This design comes from an exercise in tuning for small area, a short achievable clock period and few clock cycles per item on the open sky130 flow, not from production work. No functional check of the RTL was part of this run.

`design/flow/flow/run.sh`:
```
#!/bin/bash
# Layout flow: the standard flow (standard.sh), except that the
# synthesis step maps the logic with the delay-driven ABC script in
# flow/abc_speed.script instead of ORFS's abc_speed.script.  Synthesis is
# otherwise ORFS's, run by standard.sh with the standard flow's synthesis script, so the
# registers (names, count, cell types) are those of the standard synthesis.
set -euo pipefail
here=$(pwd)
rm -rf "$here/scripts_abc"
cp -r "$FLOW_HOME/scripts" "$here/scripts_abc"
cp "$here/flow/abc_speed.script" "$here/scripts_abc/abc_speed.script"
bash standard.sh SCRIPTS_DIR="$here/scripts_abc" synth > "$here/synth.log" 2>&1
bash standard.sh > "$here/layout.log" 2>&1
```
`design/flow/constraint.sdc`:
```
create_clock -name core_clock -period 6.0 [get_ports {clk}]
set_input_delay 1.2000 -clock core_clock [delete_from_list [all_inputs] [get_ports {clk}]]
set_output_delay 1.2000 -clock core_clock [all_outputs]
set_load 0.01 [all_outputs]
```
`design/flow/design.v`:
```
module brick_sort
   (
    clk,
    rst,
    src_tvalid,
    src_tready,
    src_tdata_raw,
    dest_tvalid,
    dest_tready,
    dest_tdata_raw
    );
   parameter NUM_ELEMS = 16;
   parameter DATA_WIDTH = 8;
   input   clk;
   input   rst;
   input   src_tvalid;
   output  src_tready;
   input [DATA_WIDTH*NUM_ELEMS-1:0] src_tdata_raw;
   output                 dest_tvalid;
   input                  dest_tready;
   output [DATA_WIDTH*NUM_ELEMS-1:0] dest_tdata_raw;
   function gt8;
      input [7:0] a;
      input [7:0] b;
      reg [3:0] g, p;
      reg g32, p32, g10, p10;
      integer i;
      begin
         for (i = 0; i < 4; i = i + 1) begin
            g[i] = (a[2*i+1] & ~b[2*i+1]) | ((((a[2*i+1] | ~b[2*i+1]) & a[2*i]) & ~b[2*i]));
            p[i] = (a[2*i+1] & ~b[2*i+1]) | ((((a[2*i+1] | ~b[2*i+1]) & a[2*i]) | ((a[2*i+1] | ~b[2*i+1]) & ~b[2*i])));
         end
         g10 = g[1] | (p[1] & g[0]);
         g32 = g[3] | (p[3] & g[2]); p32 = g[3] | (p[3] & p[2]);
         gt8 = g32 | (p32 & g10);
      end
   endfunction
   reg [127:0] r1, r2, r3, r4;
   reg [127:0] ro;
   wire [127:0] s0_0;
   wire s0_0_c0 = gt8(src_tdata_raw[7:0], src_tdata_raw[111:104]);
   assign s0_0[7:0] = s0_0_c0 ? src_tdata_raw[111:104] : src_tdata_raw[7:0];
   assign s0_0[111:104] = s0_0_c0 ? src_tdata_raw[7:0] : src_tdata_raw[111:104];
   wire s0_0_c1 = gt8(src_tdata_raw[15:8], src_tdata_raw[103:96]);
   assign s0_0[15:8] = s0_0_c1 ? src_tdata_raw[103:96] : src_tdata_raw[15:8];
   assign s0_0[103:96] = s0_0_c1 ? src_tdata_raw[15:8] : src_tdata_raw[103:96];
   wire s0_0_c2 = gt8(src_tdata_raw[23:16], src_tdata_raw[127:120]);
   assign s0_0[23:16] = s0_0_c2 ? src_tdata_raw[127:120] : src_tdata_raw[23:16];
   assign s0_0[127:120] = s0_0_c2 ? src_tdata_raw[23:16] : src_tdata_raw[127:120];
   wire s0_0_c3 = gt8(src_tdata_raw[31:24], src_tdata_raw[119:112]);
   assign s0_0[31:24] = s0_0_c3 ? src_tdata_raw[119:112] : src_tdata_raw[31:24];
   assign s0_0[119:112] = s0_0_c3 ? src_tdata_raw[31:24] : src_tdata_raw[119:112];
   wire s0_0_c4 = gt8(src_tdata_raw[39:32], src_tdata_raw[71:64]);
   assign s0_0[39:32] = s0_0_c4 ? src_tdata_raw[71:64] : src_tdata_raw[39:32];
   assign s0_0[71:64] = s0_0_c4 ? src_tdata_raw[39:32] : src_tdata_raw[71:64];
   wire s0_0_c5 = gt8(src_tdata_raw[47:40], src_tdata_raw[55:48]);
   assign s0_0[47:40] = s0_0_c5 ? src_tdata_raw[55:48] : src_tdata_raw[47:40];
   assign s0_0[55:48] = s0_0_c5 ? src_tdata_raw[47:40] : src_tdata_raw[55:48];
   wire s0_0_c7 = gt8(src_tdata_raw[63:56], src_tdata_raw[95:88]);
   assign s0_0[63:56] = s0_0_c7 ? src_tdata_raw[95:88] : src_tdata_raw[63:56];
   assign s0_0[95:88] = s0_0_c7 ? src_tdata_raw[63:56] : src_tdata_raw[95:88];
   wire s0_0_c9 = gt8(src_tdata_raw[79:72], src_tdata_raw[87:80]);
   assign s0_0[79:72] = s0_0_c9 ? src_tdata_raw[87:80] : src_tdata_raw[79:72];
   assign s0_0[87:80] = s0_0_c9 ? src_tdata_raw[79:72] : src_tdata_raw[87:80];
   wire [127:0] s0_1;
   wire s0_1_c0 = gt8(s0_0[7:0], s0_0[47:40]);
   assign s0_1[7:0] = s0_1_c0 ? s0_0[47:40] : s0_0[7:0];
   assign s0_1[47:40] = s0_1_c0 ? s0_0[7:0] : s0_0[47:40];
   wire s0_1_c1 = gt8(s0_0[15:8], s0_0[63:56]);
   assign s0_1[15:8] = s0_1_c1 ? s0_0[63:56] : s0_0[15:8];
   assign s0_1[63:56] = s0_1_c1 ? s0_0[15:8] : s0_0[63:56];
   wire s0_1_c2 = gt8(s0_0[23:16], s0_0[79:72]);
   assign s0_1[23:16] = s0_1_c2 ? s0_0[79:72] : s0_0[23:16];
   assign s0_1[79:72] = s0_1_c2 ? s0_0[23:16] : s0_0[79:72];
   wire s0_1_c3 = gt8(s0_0[31:24], s0_0[39:32]);
   assign s0_1[31:24] = s0_1_c3 ? s0_0[39:32] : s0_0[31:24];
   assign s0_1[39:32] = s0_1_c3 ? s0_0[31:24] : s0_0[39:32];
   wire s0_1_c6 = gt8(s0_0[55:48], s0_0[111:104]);
   assign s0_1[55:48] = s0_1_c6 ? s0_0[111:104] : s0_0[55:48];
   assign s0_1[111:104] = s0_1_c6 ? s0_0[55:48] : s0_0[111:104];
   wire s0_1_c8 = gt8(s0_0[71:64], s0_0[119:112]);
   assign s0_1[71:64] = s0_1_c8 ? s0_0[119:112] : s0_0[71:64];
   assign s0_1[119:112] = s0_1_c8 ? s0_0[71:64] : s0_0[119:112];
   wire s0_1_c10 = gt8(s0_0[87:80], s0_0[127:120]);
   assign s0_1[87:80] = s0_1_c10 ? s0_0[127:120] : s0_0[87:80];
   assign s0_1[127:120] = s0_1_c10 ? s0_0[87:80] : s0_0[127:120];
   wire s0_1_c11 = gt8(s0_0[95:88], s0_0[103:96]);
   assign s0_1[95:88] = s0_1_c11 ? s0_0[103:96] : s0_0[95:88];
   assign s0_1[103:96] = s0_1_c11 ? s0_0[95:88] : s0_0[103:96];
   wire [127:0] s1_0;
   wire s1_0_c0 = gt8(r1[7:0], r1[15:8]);
   assign s1_0[7:0] = s1_0_c0 ? r1[15:8] : r1[7:0];
   assign s1_0[15:8] = s1_0_c0 ? r1[7:0] : r1[15:8];
   wire s1_0_c2 = gt8(r1[23:16], r1[31:24]);
   assign s1_0[23:16] = s1_0_c2 ? r1[31:24] : r1[23:16];
   assign s1_0[31:24] = s1_0_c2 ? r1[23:16] : r1[31:24];
   wire s1_0_c4 = gt8(r1[39:32], r1[47:40]);
   assign s1_0[39:32] = s1_0_c4 ? r1[47:40] : r1[39:32];
   assign s1_0[47:40] = s1_0_c4 ? r1[39:32] : r1[47:40];
   wire s1_0_c6 = gt8(r1[55:48], r1[71:64]);
   assign s1_0[55:48] = s1_0_c6 ? r1[71:64] : r1[55:48];
   assign s1_0[71:64] = s1_0_c6 ? r1[55:48] : r1[71:64];
   wire s1_0_c7 = gt8(r1[63:56], r1[79:72]);
   assign s1_0[63:56] = s1_0_c7 ? r1[79:72] : r1[63:56];
   assign s1_0[79:72] = s1_0_c7 ? r1[63:56] : r1[79:72];
   wire s1_0_c10 = gt8(r1[87:80], r1[95:88]);
   assign s1_0[87:80] = s1_0_c10 ? r1[95:88] : r1[87:80];
   assign s1_0[95:88] = s1_0_c10 ? r1[87:80] : r1[95:88];
   wire s1_0_c12 = gt8(r1[103:96], r1[111:104]);
   assign s1_0[103:96] = s1_0_c12 ? r1[111:104] : r1[103:96];
   assign s1_0[111:104] = s1_0_c12 ? r1[103:96] : r1[111:104];
   wire s1_0_c14 = gt8(r1[119:112], r1[127:120]);
   assign s1_0[119:112] = s1_0_c14 ? r1[127:120] : r1[119:112];
   assign s1_0[127:120] = s1_0_c14 ? r1[119:112] : r1[127:120];
   wire [127:0] s1_1;
   wire s1_1_c0 = gt8(s1_0[7:0], s1_0[23:16]);
   assign s1_1[7:0] = s1_1_c0 ? s1_0[23:16] : s1_0[7:0];
   assign s1_1[23:16] = s1_1_c0 ? s1_0[7:0] : s1_0[23:16];
   wire s1_1_c1 = gt8(s1_0[15:8], s1_0[31:24]);
   assign s1_1[15:8] = s1_1_c1 ? s1_0[31:24] : s1_0[15:8];
   assign s1_1[31:24] = s1_1_c1 ? s1_0[15:8] : s1_0[31:24];
   wire s1_1_c4 = gt8(s1_0[39:32], s1_0[87:80]);
   assign s1_1[39:32] = s1_1_c4 ? s1_0[87:80] : s1_0[39:32];
   assign s1_1[87:80] = s1_1_c4 ? s1_0[39:32] : s1_0[87:80];
   wire s1_1_c5 = gt8(s1_0[47:40], s1_0[95:88]);
   assign s1_1[47:40] = s1_1_c5 ? s1_0[95:88] : s1_0[47:40];
   assign s1_1[95:88] = s1_1_c5 ? s1_0[47:40] : s1_0[95:88];
   wire s1_1_c6 = gt8(s1_0[55:48], s1_0[63:56]);
   assign s1_1[55:48] = s1_1_c6 ? s1_0[63:56] : s1_0[55:48];
   assign s1_1[63:56] = s1_1_c6 ? s1_0[55:48] : s1_0[63:56];
   wire s1_1_c8 = gt8(s1_0[71:64], s1_0[79:72]);
   assign s1_1[71:64] = s1_1_c8 ? s1_0[79:72] : s1_0[71:64];
   assign s1_1[79:72] = s1_1_c8 ? s1_0[71:64] : s1_0[79:72];
   wire s1_1_c12 = gt8(s1_0[103:96], s1_0[119:112]);
   assign s1_1[103:96] = s1_1_c12 ? s1_0[119:112] : s1_0[103:96];
   assign s1_1[119:112] = s1_1_c12 ? s1_0[103:96] : s1_0[119:112];
   wire s1_1_c13 = gt8(s1_0[111:104], s1_0[127:120]);
   assign s1_1[111:104] = s1_1_c13 ? s1_0[127:120] : s1_0[111:104];
   assign s1_1[127:120] = s1_1_c13 ? s1_0[111:104] : s1_0[127:120];
   wire [127:0] s2_0;
   wire s2_0_c1 = gt8(r2[15:8], r2[23:16]);
   assign s2_0[15:8] = s2_0_c1 ? r2[23:16] : r2[15:8];
   assign s2_0[23:16] = s2_0_c1 ? r2[15:8] : r2[23:16];
   wire s2_0_c3 = gt8(r2[31:24], r2[103:96]);
   assign s2_0[31:24] = s2_0_c3 ? r2[103:96] : r2[31:24];
   assign s2_0[103:96] = s2_0_c3 ? r2[31:24] : r2[103:96];
   wire s2_0_c4 = gt8(r2[39:32], r2[55:48]);
   assign s2_0[39:32] = s2_0_c4 ? r2[55:48] : r2[39:32];
   assign s2_0[55:48] = s2_0_c4 ? r2[39:32] : r2[55:48];
   wire s2_0_c5 = gt8(r2[47:40], r2[63:56]);
   assign s2_0[47:40] = s2_0_c5 ? r2[63:56] : r2[47:40];
   assign s2_0[63:56] = s2_0_c5 ? r2[47:40] : r2[63:56];
   wire s2_0_c8 = gt8(r2[71:64], r2[87:80]);
   assign s2_0[71:64] = s2_0_c8 ? r2[87:80] : r2[71:64];
   assign s2_0[87:80] = s2_0_c8 ? r2[71:64] : r2[87:80];
   wire s2_0_c9 = gt8(r2[79:72], r2[95:88]);
   assign s2_0[79:72] = s2_0_c9 ? r2[95:88] : r2[79:72];
   assign s2_0[95:88] = s2_0_c9 ? r2[79:72] : r2[95:88];
   wire s2_0_c13 = gt8(r2[111:104], r2[119:112]);
   assign s2_0[111:104] = s2_0_c13 ? r2[119:112] : r2[111:104];
   assign s2_0[119:112] = s2_0_c13 ? r2[111:104] : r2[119:112];
   assign s2_0[7:0] = r2[7:0];
   assign s2_0[127:120] = r2[127:120];
   wire [127:0] s2_1;
   wire s2_1_c1 = gt8(s2_0[15:8], s2_0[39:32]);
   assign s2_1[15:8] = s2_1_c1 ? s2_0[39:32] : s2_0[15:8];
   assign s2_1[39:32] = s2_1_c1 ? s2_0[15:8] : s2_0[39:32];
   wire s2_1_c2 = gt8(s2_0[23:16], s2_0[55:48]);
   assign s2_1[23:16] = s2_1_c2 ? s2_0[55:48] : s2_0[23:16];
   assign s2_1[55:48] = s2_1_c2 ? s2_0[23:16] : s2_0[55:48];
   wire s2_1_c5 = gt8(s2_0[47:40], s2_0[71:64]);
   assign s2_1[47:40] = s2_1_c5 ? s2_0[71:64] : s2_0[47:40];
   assign s2_1[71:64] = s2_1_c5 ? s2_0[47:40] : s2_0[71:64];
   wire s2_1_c7 = gt8(s2_0[63:56], s2_0[87:80]);
   assign s2_1[63:56] = s2_1_c7 ? s2_0[87:80] : s2_0[63:56];
   assign s2_1[87:80] = s2_1_c7 ? s2_0[63:56] : s2_0[87:80];
   wire s2_1_c9 = gt8(s2_0[79:72], s2_0[111:104]);
   assign s2_1[79:72] = s2_1_c9 ? s2_0[111:104] : s2_0[79:72];
   assign s2_1[111:104] = s2_1_c9 ? s2_0[79:72] : s2_0[111:104];
   wire s2_1_c11 = gt8(s2_0[95:88], s2_0[119:112]);
   assign s2_1[95:88] = s2_1_c11 ? s2_0[119:112] : s2_0[95:88];
   assign s2_1[119:112] = s2_1_c11 ? s2_0[95:88] : s2_0[119:112];
   assign s2_1[7:0] = s2_0[7:0];
   assign s2_1[31:24] = s2_0[31:24];
   assign s2_1[103:96] = s2_0[103:96];
   assign s2_1[127:120] = s2_0[127:120];
   wire [127:0] s3_0;
   wire s3_0_c2 = gt8(r3[23:16], r3[39:32]);
   assign s3_0[23:16] = s3_0_c2 ? r3[39:32] : r3[23:16];
   assign s3_0[39:32] = s3_0_c2 ? r3[23:16] : r3[39:32];
   wire s3_0_c3 = gt8(r3[31:24], r3[55:48]);
   assign s3_0[31:24] = s3_0_c3 ? r3[55:48] : r3[31:24];
   assign s3_0[55:48] = s3_0_c3 ? r3[31:24] : r3[55:48];
   wire s3_0_c9 = gt8(r3[79:72], r3[103:96]);
   assign s3_0[79:72] = s3_0_c9 ? r3[103:96] : r3[79:72];
   assign s3_0[103:96] = s3_0_c9 ? r3[79:72] : r3[103:96];
   wire s3_0_c11 = gt8(r3[95:88], r3[111:104]);
   assign s3_0[95:88] = s3_0_c11 ? r3[111:104] : r3[95:88];
   assign s3_0[111:104] = s3_0_c11 ? r3[95:88] : r3[111:104];
   assign s3_0[7:0] = r3[7:0];
   assign s3_0[15:8] = r3[15:8];
   assign s3_0[47:40] = r3[47:40];
   assign s3_0[63:56] = r3[63:56];
   assign s3_0[71:64] = r3[71:64];
   assign s3_0[87:80] = r3[87:80];
   assign s3_0[119:112] = r3[119:112];
   assign s3_0[127:120] = r3[127:120];
   wire [127:0] s3_1;
   wire s3_1_c3 = gt8(s3_0[31:24], s3_0[47:40]);
   assign s3_1[31:24] = s3_1_c3 ? s3_0[47:40] : s3_0[31:24];
   assign s3_1[47:40] = s3_1_c3 ? s3_0[31:24] : s3_0[47:40];
   wire s3_1_c6 = gt8(s3_0[55:48], s3_0[71:64]);
   assign s3_1[55:48] = s3_1_c6 ? s3_0[71:64] : s3_0[55:48];
   assign s3_1[71:64] = s3_1_c6 ? s3_0[55:48] : s3_0[71:64];
   wire s3_1_c7 = gt8(s3_0[63:56], s3_0[79:72]);
   assign s3_1[63:56] = s3_1_c7 ? s3_0[79:72] : s3_0[63:56];
   assign s3_1[79:72] = s3_1_c7 ? s3_0[63:56] : s3_0[79:72];
   wire s3_1_c10 = gt8(s3_0[87:80], s3_0[103:96]);
   assign s3_1[87:80] = s3_1_c10 ? s3_0[103:96] : s3_0[87:80];
   assign s3_1[103:96] = s3_1_c10 ? s3_0[87:80] : s3_0[103:96];
   assign s3_1[7:0] = s3_0[7:0];
   assign s3_1[15:8] = s3_0[15:8];
   assign s3_1[23:16] = s3_0[23:16];
   assign s3_1[39:32] = s3_0[39:32];
   assign s3_1[95:88] = s3_0[95:88];
   assign s3_1[111:104] = s3_0[111:104];
   assign s3_1[119:112] = s3_0[119:112];
   assign s3_1[127:120] = s3_0[127:120];
   wire [127:0] s4_0;
   wire s4_0_c3 = gt8(r4[31:24], r4[39:32]);
   assign s4_0[31:24] = s4_0_c3 ? r4[39:32] : r4[31:24];
   assign s4_0[39:32] = s4_0_c3 ? r4[31:24] : r4[39:32];
   wire s4_0_c5 = gt8(r4[47:40], r4[55:48]);
   assign s4_0[47:40] = s4_0_c5 ? r4[55:48] : r4[47:40];
   assign s4_0[55:48] = s4_0_c5 ? r4[47:40] : r4[55:48];
   wire s4_0_c7 = gt8(r4[63:56], r4[71:64]);
   assign s4_0[63:56] = s4_0_c7 ? r4[71:64] : r4[63:56];
   assign s4_0[71:64] = s4_0_c7 ? r4[63:56] : r4[71:64];
   wire s4_0_c9 = gt8(r4[79:72], r4[87:80]);
   assign s4_0[79:72] = s4_0_c9 ? r4[87:80] : r4[79:72];
   assign s4_0[87:80] = s4_0_c9 ? r4[79:72] : r4[87:80];
   wire s4_0_c11 = gt8(r4[95:88], r4[103:96]);
   assign s4_0[95:88] = s4_0_c11 ? r4[103:96] : r4[95:88];
   assign s4_0[103:96] = s4_0_c11 ? r4[95:88] : r4[103:96];
   assign s4_0[7:0] = r4[7:0];
   assign s4_0[15:8] = r4[15:8];
   assign s4_0[23:16] = r4[23:16];
   assign s4_0[111:104] = r4[111:104];
   assign s4_0[119:112] = r4[119:112];
   assign s4_0[127:120] = r4[127:120];
   wire [127:0] s4_1;
   wire s4_1_c6 = gt8(s4_0[55:48], s4_0[63:56]);
   assign s4_1[55:48] = s4_1_c6 ? s4_0[63:56] : s4_0[55:48];
   assign s4_1[63:56] = s4_1_c6 ? s4_0[55:48] : s4_0[63:56];
   wire s4_1_c8 = gt8(s4_0[71:64], s4_0[79:72]);
   assign s4_1[71:64] = s4_1_c8 ? s4_0[79:72] : s4_0[71:64];
   assign s4_1[79:72] = s4_1_c8 ? s4_0[71:64] : s4_0[79:72];
   assign s4_1[7:0] = s4_0[7:0];
   assign s4_1[15:8] = s4_0[15:8];
   assign s4_1[23:16] = s4_0[23:16];
   assign s4_1[31:24] = s4_0[31:24];
   assign s4_1[39:32] = s4_0[39:32];
   assign s4_1[47:40] = s4_0[47:40];
   assign s4_1[87:80] = s4_0[87:80];
   assign s4_1[95:88] = s4_0[95:88];
   assign s4_1[103:96] = s4_0[103:96];
   assign s4_1[111:104] = s4_0[111:104];
   assign s4_1[119:112] = s4_0[119:112];
   assign s4_1[127:120] = s4_0[127:120];
   wire [127:0] sorted = s4_1;
   reg v1, v2, v3, v4;
   reg t1, t2, t3, t4;
   reg rot;         
   reg ro_valid;
   wire front_v = v4;
   wire front_t = t4;
   wire ro_free = !ro_valid || dest_tready;
   wire exit_ok = front_v && (!rot || front_t) && ro_free;
   wire wrap = front_v && !exit_ok;
   wire rot_n = rot ? !exit_ok : wrap;
   wire ro_valid_n = ro_free ? exit_ok : ro_valid;
   reg rdy_free, rdy_tr;
   assign src_tready = !rst && (rdy_free || (rdy_tr && dest_tready));
   assign dest_tvalid = !rst && ro_valid;
   assign dest_tdata_raw = ro;
   wire take = src_tvalid && src_tready;
   always @(posedge clk) begin
      r1 <= wrap ? r4 : s0_1;
      r2 <= s1_1;
      r3 <= s2_1;
      r4 <= s3_1;
      if (ro_free) ro <= sorted;
      t1 <= wrap && (!rot || front_t);
      t2 <= t1;
      t3 <= t2;
      t4 <= t3;
      if (rst) begin
         v1 <= 1'b0;
         v2 <= 1'b0;
         v3 <= 1'b0;
         v4 <= 1'b0;
         rot <= 1'b0;
         ro_valid <= 1'b0;
         rdy_free <= 1'b1;
         rdy_tr <= 1'b1;
      end else begin
         v1 <= wrap || take;
         v2 <= v1;
         v3 <= v2;
         v4 <= v3;
         rot <= rot_n;
         ro_valid <= ro_valid_n;
         rdy_free <= !rot_n && !(v3 && ro_valid_n);
         rdy_tr <= !rot_n;
      end
   end
endmodule
```
`design/flow/flow/abc_speed.script`:
```
strash
dch -f
map -D 1500
topo
buffer -p
upsize -D 1500
dnsize -D 1500
stime -p
```
`design/flow/standard.sh`:
```
#!/bin/bash
# synth_recipe.tcl (not shown) runs the flow's synth.tcl, then flattens the netlist and writes it again
# the make line also repeats each setting of config.mk as NAME=value (left out here)
make -C /OpenROAD-flow-scripts/flow DESIGN_CONFIG=/design/flow/config.mk WORK_HOME=/design/flow/orfs CLKGATE_MAP_FILE= SYNTH_SCRIPT=/design/flow/synth_recipe.tcl "${@:-finish}"
```
`design/flow/config.mk`:
```
export PLATFORM = sky130hd
export DESIGN_NAME = brick_sort
export DESIGN_NICKNAME = brick_sort
export VERILOG_FILES = /design/flow/design.v
export SDC_FILE = /design/flow/constraint.sdc
export NUM_CORES = 4
export LEC_CHECK = 0
export CAP_MARGIN = 20
export CORE_MARGIN = 2
export CORE_UTILIZATION = 40
export CTS_BUF_LIST = sky130_fd_sc_hd__clkbuf_8
export SETUP_SLACK_MARGIN = 2.9
export SLEW_MARGIN = 20
```
==> summary.md <==
| Metric | Value |
|---|---|
| Number of routed nets with antenna violations | 0 |
| Period utilization | 58.9% |
| Worst Path Required | 6.67 ns |
| Library cell occupying the most area in the post-synthesis netlist | sky130_fd_sc_hd__dfxtp_1 |
| Root buffer selected by CTS | sky130_fd_sc_hd__clkbuf_8 |
| Placed standard-cell area | 0.0385 sq mm |
| Clk pin slew, worst setup/hold paths | 0.07 ns |
| Startpoint type of the worst setup path | input pin |
| Timing-limited maximum frequency | 283 MHz |
| Mean area per synthesized cell | 7.17 sq um |
| Most frequent cells in the layout | 954 x sky130_fd_sc_hd__nand2_1, 690 x sky130_fd_sc_hd__inv_1, 519 x sky130_fd_sc_hd__o21ai_0, 512 x sky130_fd_sc_hd__dfxtp_1, 308 x sky130_fd_sc_hd__nand3_1 |
| Register-to-register path setup slack | 2.89 ns |
| Ratio of routed vias to standard cells | 5.72 |
| Synth Cell Area | 0.0353 sq mm |
| CTS Buf Count | 111 |
| Total routing usage reported by global routing | 29.1% |
| Number of levels the H-tree was split into | 3 |
| Worst Hold Class | reg2reg |
| Average wire per standard cell | 21.5 microns |
| CTS Buffer Depth | 3 |
| Global placer's final weighted congestion | 0.983 |
| Slowest cell on crit path | sky130_fd_sc_hd__a21oi_1 |
| Worst setup path end | r1[127]$_DFF_P_ |
| Via Count | 38.9k |
| Buffers and inverters on the worst path | 4 |
| Number of failing setup endpoints in the final timing report | 0 |
| Cell repeated most along the worst path | sky130_fd_sc_hd__buf_6 |
| Synth-to-Final Area Change | 37.8% |
| Final Hold Fails | 0 |
| Kind of critical path | in2reg |
| Sink count of the clock tree | between 600 and 700 |
| Capturing point of the worst reg2reg path | r2[31]$_DFF_P_ |
| Hold_sp | r3[123]$_DFF_P_ |
| Share of final-layout standard cells stronger than drive strength 1 | roughly a quarter |
| Syn_nets | 5057 |
| Post-synthesis cell type count | 69 |
| Slew of the pin with the lowest slew margin | around 0.92 ns |
| Detailed Route WL | 146 mm |
| Critical path capture point type | flip-flop |
| Critical Path Stages | 16 |
| Core Rows | 108 |
| Slowest Stage Delay on Critical Path | 0.53 ns |
| Final Max Tran Viols | 0 |
| Highest fanout seen on the critical path | 7 |
| Fraction of registers with async set or reset after synthesis | 0% |
| Chip Height | between 300 and 400 microns |
| Tightest slew margin relative to the limit | just under 40% |
| Seq cells post-synth | 652 |
| Seq/Total Area, Yosys | 40.6% |
| Syn Inst Count | 4925 |
| Predominant post-synthesis flop cell | sky130_fd_sc_hd__dfxtp_1 |
| Clock insertion delay at the later pin of the skew report | 0.78 ns |
| Count of non-filler cells in the finished layout | 6798 |
| Post-layout instance area | 0.0487 sq mm |
| CP Data Arrival Time | about 4.2 ns |
| First-pass GRT wire length | 202 mm |
| Number of fillers in the final layout | 7951 |
| Cell-by-cell listing of the critical path | clkdlybuf4s15_1, nand2_1, a21oi_1, a41o_4, a21oi_4, buf_6, o21ai_4, nor2_4, o21ai_4, nand4_4, buf_6, nor2_4, buf_6, o21bai_1, nand3_1, nand2_1 |
| Final min period | 3.54 ns |
| First-pass iteration count of the detailed router | 6 |
| Source of the critical timing path | src_tdata_raw[22] |
| Number of cells on the worst reg-to-reg path | 15 |
| Vias in the first global route | 33.4k |
| Count of placed standard cells including taps | 6163 |
| Number of buffer cells added on primary ports | around 260 |
| Largest net degree at the start of global routing | around 120 |
| Number of max-cap violations | 0 |
| Most frequent standard cell in the layout excluding fill and tap cells | sky130_fd_sc_hd__nand2_1 |
| Warning count from the yosys run | 1 |
| Post-layout nets | around 5.7k |
| Fin Setup TNS | 0 ns |
| Remaining global-route overflow | 0 |
| Number of enable-type register cells in the synthesized netlist | 128 |
| Effective utilization at floorplan | between 40 and 50% |
| Core region area | between 0.08 and 0.09 sq mm |
| DRC | 0 |
| Run status | finished clean |
| CTS tree | done |
| Source of the worst register-to-register timing path | r1[11]$_DFF_P_ |
| Die Wd | 301 microns |
| Number of antenna violations at the first check in global routing | 20 |
| Cell family contributing the most delay on the critical path | compound AO/OA/AOI/OAI gates |
| Worst setup skew after layout | 0.0493 ns |
| Top-area cell type share of the netlist area | 29.7% |
| Boundary Pins | between 200 and 300 |
| Die footprint | just over 0.09 sq mm |
| RSZ-0062 raised after global routing | true |
| Detailed Route Iter0 Violations | 4406 |
| Synth top area cells | sky130_fd_sc_hd__dfxtp_1 30%, sky130_fd_sc_hd__o21ai_0 11%, sky130_fd_sc_hd__nand2_1 11% |
| Half-perimeter wire length after placement | ~100 mm |
| Hold bufs inserted after CTS | 0 |
## stage by stage
stage                     hold slack (ns)  utilization (%)  setup WS (ns)
after floorplan                     0.310                -           1.80
after global placement              0.310             44.2          0.899
after detailed placement            0.312             44.2          0.818
after CTS                           0.319             51.9           2.85
after global routing                0.318             55.8           2.41
final                               0.320             55.8           2.46
## flip-flops by register name, indices dropped and copies added (netlist names), 128 cells and up
signal  cells
ro        128
r1        128
r4        128
r3        128
r2        128
## area by class of cell
type | count | area, sq um | share of cell area, %
timing repair inverter | 7 | 50.0 | 0.103
sequential | 652 | 14300 | 29.5
inverter | 735 | 2830 | 5.80
antenna | 9 | 22.5 | 0.0463
multi-input combinational | 3417 | 21900 | 44.9
clock buffer | 138 | 1900 | 3.90
clock inverter | 70 | 742 | 1.52
tap | 1155 | 1450 | 2.97
timing repair buffer | 615 | 5470 | 11.2
## what timing repair did
| item | CTS | global route |
|---|---|---|
| endpoints found under the setup margin | 444 | 445 |
| cloned | 54 | 32 |
| resized for setup | 752 | 696 |
| buffers inserted | 178 | 154 |
| pin swaps | 137 | 190 |
## cells by family (layout without fill, tap and decap cells)
| family | Yosys count | in the layout | share of synthesized area (%) |
|---|---|---|---|
| other cells | 0 | 9 | 0 |
| simple gates | 1661 | 1668 | 20.1 |
| flops | 652 | 652 | 40.6 |
| buf+inv | 930 | 1565 | 10.9 |
| compound gates | 1682 | 1749 | 28.5 |
## cell usage after synthesis (22+ instances only)
master	count
sky130_fd_sc_hd__nand2_1	1035
sky130_fd_sc_hd__nand4_1	22
sky130_fd_sc_hd__o21a_1	98
sky130_fd_sc_hd__o21ai_1	229
sky130_fd_sc_hd__buf_6	23
sky130_fd_sc_hd__nand3b_1	57
sky130_fd_sc_hd__clkbuf_1	53
sky130_fd_sc_hd__o211ai_1	90
sky130_fd_sc_hd__nor2_1	158
sky130_fd_sc_hd__inv_1	728
sky130_fd_sc_hd__edfxtp_1	128
sky130_fd_sc_hd__nand3_1	342
sky130_fd_sc_hd__a21oi_1	132
sky130_fd_sc_hd__o21ai_0	786
sky130_fd_sc_hd__o22ai_1	79
sky130_fd_sc_hd__dfxtp_1	524
sky130_fd_sc_hd__a22oi_1	32
sky130_fd_sc_hd__a31oi_1	35
sky130_fd_sc_hd__buf_2	93
sky130_fd_sc_hd__or2_2	22
## worst min-delay path by stage
stage	cells after the start	to	slack, ns
after CTS	0	r4[123]$_DFF_P_	0.32
final	0	r4[123]$_DFF_P_	0.32
after floorplan	0	r3[0]$_DFF_P_	0.31
after global placement	0	r4[14]$_DFF_P_	0.31
after detailed placement	0	r4[119]$_DFF_P_	0.31
after global routing	0	r4[112]$_DFF_P_	0.32
## routing by layer
| layer | wire length (microns) | part of all wire, % | vias to the layer above | global-route usage [%] |
|---|---|---|---|---|
| met5 | 49 | 0.034 | - | 0 |
| met2 | 64800 | 44 | 1939 | 45.5 |
| li1 | - | - | 18299 | - |
| met4 | 9120 | 6.2 | 8 | 14.4 |
| met1 | 59300 | 41 | 18157 | 38.6 |
| met3 | 12900 | 8.8 | 512 | 5.32 |

afterwards: timing with drivers on the ports:
The flow's constraints put no driver on any port. The routed layout listed below was extracted and timed again, unchanged, in two steps. Step 1: set_driving_cell puts a clkbuf_16 on clk and a buf_2 on each other input, an assumption about the parent block. Step 2, shift: input delay + t, output delay - t, t = (earliest + latest rising clock arrival at the registers) / 2. This alone moves slack from input paths to output paths. Three values: no drivers, after step 1, after step 2; two values: the first two.
t, ns: 0.825
setup slack, ns: 2.463 / 2.500 / 1.675
hold WS [ns]: 0.320 / 0.320 / 0.320
clock arrival spread, ns: 0.050 / 0.050
worst register clock-pin slew, ns: 0.08 / 0.08
After both steps this run still meets setup and hold. The setup slack of this run moves by +0.037 ns with the drivers and by -0.788 ns with both steps.
